Context: an optimization exercise on an open-source flow, tuned for small area, a short achievable clock period and few clock cycles per item. The choices shown serve that exercise and are no tape-out recipe. At most, simulation tests tie the RTL to the original design; equivalence was not proved. Power and IR drop assume default switching activity.

## MATRIX
module MATRIX(CLK, RESET, IN_VALID, IN, OUT_VALID, OUT);
input CLK;
input RESET;
input IN_VALID;
input [3:0] IN;
output reg OUT_VALID;
output [15:0] OUT;
reg [5:0] cnt;
reg [1:0] qa, qb, op;     
reg [2:0] ci, cj;         
reg [3:0] a [0:8];
reg [3:0] b [0:8];
reg [11:0] o;
assign OUT = {{4{o[11]}}, o};
integer n, n1;
always @(posedge CLK) begin
  if (cnt <= 6'd8 && (cnt != 6'd0 || IN_VALID)) begin
    for (n1 = 0; n1 < 8; n1 = n1 + 1) a[n1] <= a[n1+1];
    a[8] <= IN;
  end
  if (cnt >= 6'd9 && cnt <= 6'd17) begin
    for (n1 = 0; n1 < 8; n1 = n1 + 1) b[n1] <= b[n1+1];
    b[8] <= IN;
  end
end
reg f22, outmm, outas, outar, deta, detb;
always @(posedge CLK) begin
  f22 <= cnt == 6'd21;
  outmm <= cnt == 6'd21 || (cnt >= 6'd22 && cnt <= 6'd29 && opc == 2'd2);    
  outas <= cnt >= 6'd22 && cnt <= 6'd29 && !opc[1];                         
  outar <= cnt >= 6'd21 && cnt <= 6'd29;                                    
  deta <= cnt == 6'd8 || cnt == 6'd9 || cnt == 6'd12 || cnt == 6'd13 || cnt == 6'd16 || cnt == 6'd17;
  detb <= cnt == 6'd10 || cnt == 6'd11 || cnt == 6'd14 || cnt == 6'd15 || cnt == 6'd18 || cnt == 6'd19;
end
wire [1:0] opc = (cnt == 6'd22) ? IN[1:0] : op;    
wire isas = f22 ? !IN[1] : outas;                   
wire [3:0] Bc = (qb == 2'd0) ? b[0] : (qb == 2'd1) ? b[2] : (qb == 2'd2) ? b[8] : b[6];
function [2:0] rv;           
  input [2:0] x;
  rv = {x[0], x[1], x[2]};
endfunction
wire rowA = !qa[0];                        
wire revA = qa[1];                         
  ...
export LEC_CHECK = 0
export CAP_MARGIN = 20
export CORE_MARGIN = 2
export CORE_UTILIZATION = 60
export CTS_BUF_LIST = sky130_fd_sc_hd__clkbuf_4 sky130_fd_sc_hd__clkbuf_8
export SETUP_SLACK_MARGIN = 5
export SLEW_MARGIN = 20
create_clock -name core_clock -period 10.0 [get_ports {CLK}]
standard.sh (not shown) runs the stock make flow with config.mk's settings and CLKGATE_MAP_FILE= SYNTH_SCRIPT=/design/flow/synth_recipe.tcl, a recipe that flattens the netlist after the stock synthesis.
==> flow/flow/run.sh <==
#!/bin/bash
set -euo pipefail
bash standard.sh SETUP_SLACK_MARGIN=6.9 "BUFFER_PORTS_ARGS=-buffer_cell sky130_fd_sc_hd__buf_2" \
  "CTS_ARGS=-buf_list {sky130_fd_sc_hd__clkbuf_4 sky130_fd_sc_hd__clkbuf_8} -sink_clustering_enable -sink_clustering_size 30 -sink_clustering_max_diameter 120" \
  finish > standard.log 2>&1
Testbench counts at the start, summed over its fixed seeds: cycles 54,008, items 1,600.
Next try:
==> flow/flow/run.sh (replaced) <==
#!/bin/bash
set -euo pipefail
bash standard.sh SETUP_SLACK_MARGIN=7 "BUFFER_PORTS_ARGS=-buffer_cell sky130_fd_sc_hd__buf_2" finish > standard.log 2>&1
=> Synthesized cell count stays the same. Setup slack improved by 0.017 ns. Synthesized area does not change. Utilization came out higher by 1.7 points. Hold slack is about the same. Count of clock-buffer cells in the layout came out lower by 2. Critical path depth does not change.
Next try:
==> flow/flow/run.sh (replaced) <==
#!/bin/bash
set -euo pipefail
bash standard.sh SETUP_SLACK_MARGIN=6.5 "BUFFER_PORTS_ARGS=-buffer_cell sky130_fd_sc_hd__buf_2" finish > standard.log 2>&1
Result:
- The changed run ran to the end with no violations
- fmax fell by 8.4%
- die area is unchanged
- design area fell by 4.4%
- global-route usage rose by 0.14 points
- register-to-register slack got worse by 0.35 ns
- sequential power is about the same
- final cell count fell by 2.6%
- hold slack hardly moves

* * *

Another version of the RTL of MATRIX (not shown whole).
For scale: roughly 920 cells after synthesis, ~130 flip-flops, roughly 9400 µm² of cells after synthesis.
Settings: LEC_CHECK=0, CAP_MARGIN=20, CORE_MARGIN=2, CORE_UTILIZATION=40, SETUP_SLACK_MARGIN=3, SLEW_MARGIN=20; clock period 10.0 ns.
run.sh (not shown) runs the stock make flow with config.mk's settings and CLKGATE_MAP_FILE= SYNTH_SCRIPT=/design/flow/synth_recipe.tcl, a recipe that flattens the netlist after the stock synthesis.
Stock flow here: none of the scripts above is used.
Edit:
--- a/flow/config.mk
+++ b/flow/config.mk
@@ -10,3 +10,3 @@
 export CORE_UTILIZATION = 40
-export SETUP_SLACK_MARGIN = 3
+export SETUP_SLACK_MARGIN = 5
 export SLEW_MARGIN = 20
What happened:
- count of clock-buffer cells in the layout fell by 8
- sequential share of layout area goes down by 0.39 points
- via count grows by 1.1%
- final area climbs by 1.7%
- routed wire length went up by 4.2%
- synthesized cell count stays the same
- synthesized area stays the same
- fmax went up by 9.8%
- power climbs by 3.5%
- clock skew barely changes
No functional check of the RTL was part of any run of this note.

* * *

MATRIX, a different RTL version from the one above (not shown whole).
For scale: ~110 flip-flops, about 24 I/O pins, roughly 11000 um2 of cells after synthesis.
// MATRIX
module MATRIX(CLK, RESET, IN_VALID, IN, OUT_VALID, OUT);
input CLK;
input RESET;
input IN_VALID;
input [3:0] IN;
output reg OUT_VALID;
output [15:0] OUT;
reg [5:0] cnt;
reg [1:0] qa, qb, op;
reg [3:0] A0_0, A0_1, A0_2, A1_0, A1_1, A1_2, A2_0, A2_1, A2_2;
reg [3:0] B0_0, B0_1, B0_2, B1_0, B1_1, B1_2, B2_0, B2_1, B2_2;
reg [7:0] P;
reg [11:0] o;
assign OUT = {{4{o[11]}}, o};
wire [3:0] PH = P[7:4];
wire [3:0] PL = P[3:0];
wire [3:0] K1 = 4'b0001;
wire [3:0] KM1 = 4'b1111;
wire [5:0] ctl = {qa, qb, op};
wire ldA0 = cnt == 6'd0 || cnt == 6'd5 || cnt == 6'd7;
wire ldA1 = cnt == 6'd1 || cnt == 6'd3 || cnt == 6'd8;
wire ldA2 = cnt == 6'd2 || cnt == 6'd4 || cnt == 6'd6;
wire ldB0 = cnt == 6'd9 || cnt == 6'd14 || cnt == 6'd16;
wire ldB1 = cnt == 6'd10 || cnt == 6'd12 || cnt == 6'd17;
wire ldB2 = cnt == 6'd11 || cnt == 6'd13 || cnt == 6'd15;
always @(posedge CLK) begin
  A0_0 <= ldA0 ? IN : A0_2;
  A0_1 <= A0_0;
  A0_2 <= A0_1;
  A1_0 <= ldA1 ? IN : A1_2;
  A1_1 <= A1_0;
  A1_2 <= A1_1;
  A2_0 <= ldA2 ? IN : A2_2;
  A2_1 <= A2_0;
  A2_2 <= A2_1;
  B0_0 <= ldB0 ? IN : B0_2;
  B0_1 <= B0_0;
  B0_2 <= B0_1;
  B1_0 <= ldB1 ? IN : B1_2;
  B1_1 <= B1_0;
  B1_2 <= B1_1;
  B2_0 <= ldB2 ? IN : B2_2;
  B2_1 <= B2_0;
  B2_2 <= B2_1;
end
localparam [63:0] LUT_23_1111 = 64'h0000000000001111;
localparam [63:0] LUT_23_2222 = 64'h0000000000002222;
localparam [63:0] LUT_23_3333 = 64'h0000000000003333;
localparam [63:0] LUT_23_4444 = 64'h0000000000004444;
  ...
export LEC_CHECK = 0
export CAP_MARGIN = 20
export CORE_MARGIN = 2
export CORE_UTILIZATION = 40
export SETUP_SLACK_MARGIN = 5
export SLEW_MARGIN = 20
create_clock -name core_clock -period 10.0 [get_ports {CLK}]
Testbench counts at the start, summed over its fixed seeds: cycles 53,192, items 1,600.
==> next run, changes <==
SETUP_SLACK_MARGIN = default   (was 5)
Effect: The new run completed without violations. Design area falls by 20%. Clock-buffer cell count falls by 1. Combinational power falls by about 27%. Non-clock buffer count falls by 152.
==> next run, changes <==
ABC_CLOCK_PERIOD_IN_PS = 4000   (was default)
SETUP_SLACK_MARGIN = 5   (was default)
=> The changed run ran to the end with no violations; register-to-register slack gains 1.5 ns; worst setup slack gains 1.5 ns; cell area went up by a quarter to a third; via count went up by roughly a tenth; wire length went up by roughly a tenth; cell count went up by a little under a tenth; global-route usage went up by 2.6 points; maximum frequency went up by about a fifth; flip-flop and latch count does not change; first-iteration DRC count went up by a quarter to a third; utilization went up by 11 points.

## port drivers added, routing unchanged
How much do the figures lean on ideal ports? The routed layouts below were timed once more, with nothing changed but the port constraints. Step 1 assumes that a clkbuf_16 drives the clock port and a buf_2 every other input. Step 2, shift: input delay + t, output delay - t, t = (earliest + latest rising clock arrival at the registers) / 2. This alone moves slack from input paths to output paths. Slacks: ideal / step 1 / step 2; pairs: ideal / step 1.
| run | t, ns | setup slack, ns | clock arrival spread, ns |
|---|---|---|---|
| the first run of note 1 | 0.507 | 6.903 / 6.862 / 6.600 | 0.015 / 0.014 |
| the second run of note 1 | 0.486 | 6.921 / 6.882 / 6.713 | 0.014 / 0.014 |
| the third run of note 1 | 0.504 | 6.637 / 6.637 / 6.562 | 0.012 / 0.012 |
| the first run of note 2 | 0.475 | 4.686 / 4.686 / 4.550 | 0.016 / 0.016 |
| the second run of note 2 | 0.470 | 5.162 / 5.162 / 4.727 | 0.019 / 0.019 |
| the first run of note 3 | 0.411 | 2.020 / 2.020 / 2.020 | 0.015 / 0.015 |
| the second run of note 3 | 0.407 | 0.528 / 0.528 / 0.528 | 0.010 / 0.010 |
| the third run of note 3 | 0.411 | 2.020 / 2.020 / 2.020 | 0.015 / 0.015 |
After both steps setup and hold are still met in every run listed. For the second run of note 2, which loses most, drivers alone change the setup slack by 0.000 ns; drivers and shift together by -0.435 ns.
